This design comes from an exercise in tuning for small area and a short achievable clock period on the open sky130 flow, not from production work. In this exercise RTL edits were held to simulation tests only and were not proved equivalent to the original. Power and IR drop assume default switching activity.

== alpha ==
==> flow/design.v (excerpt) <==
module ahblite_interconnect
    (
    clk        ,
    rst        ,
    haddr_i    ,
    hwrite_i   ,
    htrans_i   ,
    hsize_i    ,
    hburst_i   ,
    hwdata_i   ,
    hmastlock_i,
    hprot_i    ,
    hreadyout_o,
    hresp_o    ,
    hrdata_o   ,
    hsel_o     ,
    haddr_o    ,
    hwrite_o   ,
    htrans_o   ,
    hsize_o    ,
    hburst_o   ,
    hwdata_o   ,
    hready_o   ,
    hmastlock_o,
    hprot_o    ,
    hreadyout_i,
    hresp_i    ,
    hrdata_i
    );
Size: about 770 flip-flops, ~1,400 I/O pins.
clock: 5.5 ns
lec_check: 0
abc_clock_period_in_ps: 3500
cap_margin: 20
core_area: 5 5 377 377
cts_cluster_diameter: 150
cts_cluster_size: 20
die_area: 0 0 382 382
setup_slack_margin: 1.8
slew_margin: 20
standard.sh (not shown) runs the stock make flow with config.mk's settings and CLKGATE_MAP_FILE= SYNTH_SCRIPT=/design/flow/synth_recipe.tcl, a recipe that flattens the netlist after the stock synthesis.
==> flow/flow/run.sh <==
#!/bin/bash
set -euo pipefail
bash standard.sh "BUFFER_PORTS_ARGS=-buffer_cell sky130_fd_sc_hd__buf_1" finish > flow_make.log 2>&1
alpha: flow completed, timing, DRC and antenna clean
#### Input delta (beta over alpha)
==> flow/config.mk <==
export PLATFORM = sky130hd
export DESIGN_NAME = ahblite_interconnect
export DESIGN_NICKNAME = ahblite_interconnect
export VERILOG_FILES = /design/flow/design.v
export SDC_FILE = /design/flow/constraint.sdc
export NUM_CORES = 4
export LEC_CHECK = 0
export ABC_CLOCK_PERIOD_IN_PS = 3500
export CAP_MARGIN = 20
export CORE_AREA = 5 5 415 415
export CTS_CLUSTER_DIAMETER = 150
export CTS_CLUSTER_SIZE = 20
export DIE_AREA = 0 0 420 420
export SETUP_SLACK_MARGIN = 1.95
export SLEW_MARGIN = 20
### Flow results
Total power is higher on beta. Setup WNS alpha -> beta: better. beta ends up with a met2 wirelength from detailed routing that is about 13% higher than in alpha. Average routed wire per standard cell ended up 0.74 um lower on beta than on alpha. Looking at met2 usage in global routing across alpha and beta, the one that comes out higher is alpha.
Changes in gamma relative to beta:
==> flow/config.mk <==
export PLATFORM = sky130hd
export DESIGN_NAME = ahblite_interconnect
export DESIGN_NICKNAME = ahblite_interconnect
export VERILOG_FILES = /design/flow/design.v
export SDC_FILE = /design/flow/constraint.sdc
export NUM_CORES = 4
export LEC_CHECK = 0
export ABC_CLOCK_PERIOD_IN_PS = 3500
export CAP_MARGIN = 20
export CORE_AREA = 5 5 385 385
export CTS_CLUSTER_DIAMETER = 150
export CTS_CLUSTER_SIZE = 20
export DIE_AREA = 0 0 390 390
export SETUP_SLACK_MARGIN = 1.7
export SLEW_MARGIN = 20
## What came out
- gamma has fmax below what beta had.
- From beta to gamma the numbers moved as follows: buffer and inverter count on the worst path moved up, final worst setup slack dropped 0.080 ns, ratio of cells with drive above 1 in the final layout down 5.4 points.
- As of gamma, first-pass GRT wire length had fallen by a little under 10% compared to beta.
- Count of clock-buffer cells in the layout, gamma and beta, higher one = gamma.
- gamma vs. beta: critical path depth has increased, die area has decreased.
- gamma reports its end point of the critical path as hrdata_o[99] while beta reports hrdata_o[17].
Setup changes, gamma to delta
==> flow/flow/run.sh <==
#!/bin/bash
set -euo pipefail
bash standard.sh "BUFFER_PORTS_ARGS=-buffer_cell sky130_fd_sc_hd__buf_1" \
  "PLACE_PINS_ARGS=-min_distance 1 -min_distance_in_tracks" finish > flow_make.log 2>&1
==> flow/config.mk <==
export PLATFORM = sky130hd
export DESIGN_NAME = ahblite_interconnect
export DESIGN_NICKNAME = ahblite_interconnect
export VERILOG_FILES = /design/flow/design.v
export SDC_FILE = /design/flow/constraint.sdc
export NUM_CORES = 4
export LEC_CHECK = 0
export ABC_CLOCK_PERIOD_IN_PS = 3500
export CAP_MARGIN = 20
export CORE_AREA = 5 5 335 335
export CTS_CLUSTER_DIAMETER = 300
export CTS_CLUSTER_SIZE = 50
export DIE_AREA = 0 0 340 340
export SETUP_SLACK_MARGIN = 1.8
export SLEW_MARGIN = 20
delta: it failed with a tool error in 5_1_grt, so there are no final results.
The post-CTS setup repair buffer count in delta was lower than what gamma gave.
Cell area after placement of delta falls short of that of gamma slightly.
Looking at total number of H-tree levels, delta sits 1 below gamma.
Synthesized area per cell: delta vs gamma, no meaningful difference
The count of instances resized after the clock tree is built of delta exceeds that of gamma by 27.
In the reports for gamma and delta, the smaller post-placement worst setup slack belongs to delta.
Note that the vertical die dimension recorded for delta amounts to 0.872 times the value seen in gamma.
STATUS half-perimeter wire length after detailed placement: delta wins against gamma
The following lists how epsilon was set up differently from delta:
==> flow/flow/run.sh <==
#!/bin/bash
set -euo pipefail
bash standard.sh "BUFFER_PORTS_ARGS=-buffer_cell sky130_fd_sc_hd__buf_1" finish > flow_make.log 2>&1
==> flow/config.mk <==
export PLATFORM = sky130hd
export DESIGN_NAME = ahblite_interconnect
export DESIGN_NICKNAME = ahblite_interconnect
export VERILOG_FILES = /design/flow/design.v
export SDC_FILE = /design/flow/constraint.sdc
export NUM_CORES = 4
export LEC_CHECK = 0
export ABC_CLOCK_PERIOD_IN_PS = 3500
export CAP_MARGIN = 20
export CORE_AREA = 5 5 415 415
export CTS_CLUSTER_DIAMETER = 150
export CTS_CLUSTER_SIZE = 20
export DIE_AREA = 0 0 420 420
export SETUP_SLACK_MARGIN = 1.8
export SLEW_MARGIN = 20
==> results.txt <==
epsilon completed every stage of the flow, and the final layout passed the timing, design-rule and antenna checks. The worst slack at placement of epsilon was inferior to that of delta. delta -> epsilon: number of buffers added to fix hold violations after cts delta 0, exact match. Between delta and epsilon, the TritonCTS buffer count is higher for epsilon. Initial core utilization (higher): delta. Reported for delta and epsilon, post-synthesis share of cell area spent on full adders, half adders and majority gates turned out identical to the last digit.

## afterwards: timing with drivers on the ports
Ports are ideal in the flow. The routed layouts listed here were re-timed in OpenROAD. Step 1 assumes that a clkbuf_16 drives the clock port and a buf_2 every other input. Step 2 adds t to the input delays and takes it off the output delays; t is the mean of the earliest and latest rising clock arrival at the registers after step 1. Input paths then give back, and output paths get back, about the clock's delay inside the block. Three values: ideal, step 1, step 2; two values: the first two.
run	t, ns	setup WS [ns]	worst data-port slew with drivers (ns)
alpha	0.774	1.638 / 1.549 / 1.129	0.46
beta	0.807	1.674 / 1.582 / 0.973	0.42
gamma	0.770	1.594 / 1.508 / 0.973	0.45
epsilon	0.773	1.672 / 1.582 / 1.106	0.41
After both steps every run listed still meets setup and hold. The setup slack of beta, which loses most, moves by -0.092 ns with the drivers and by -0.701 ns with both steps.
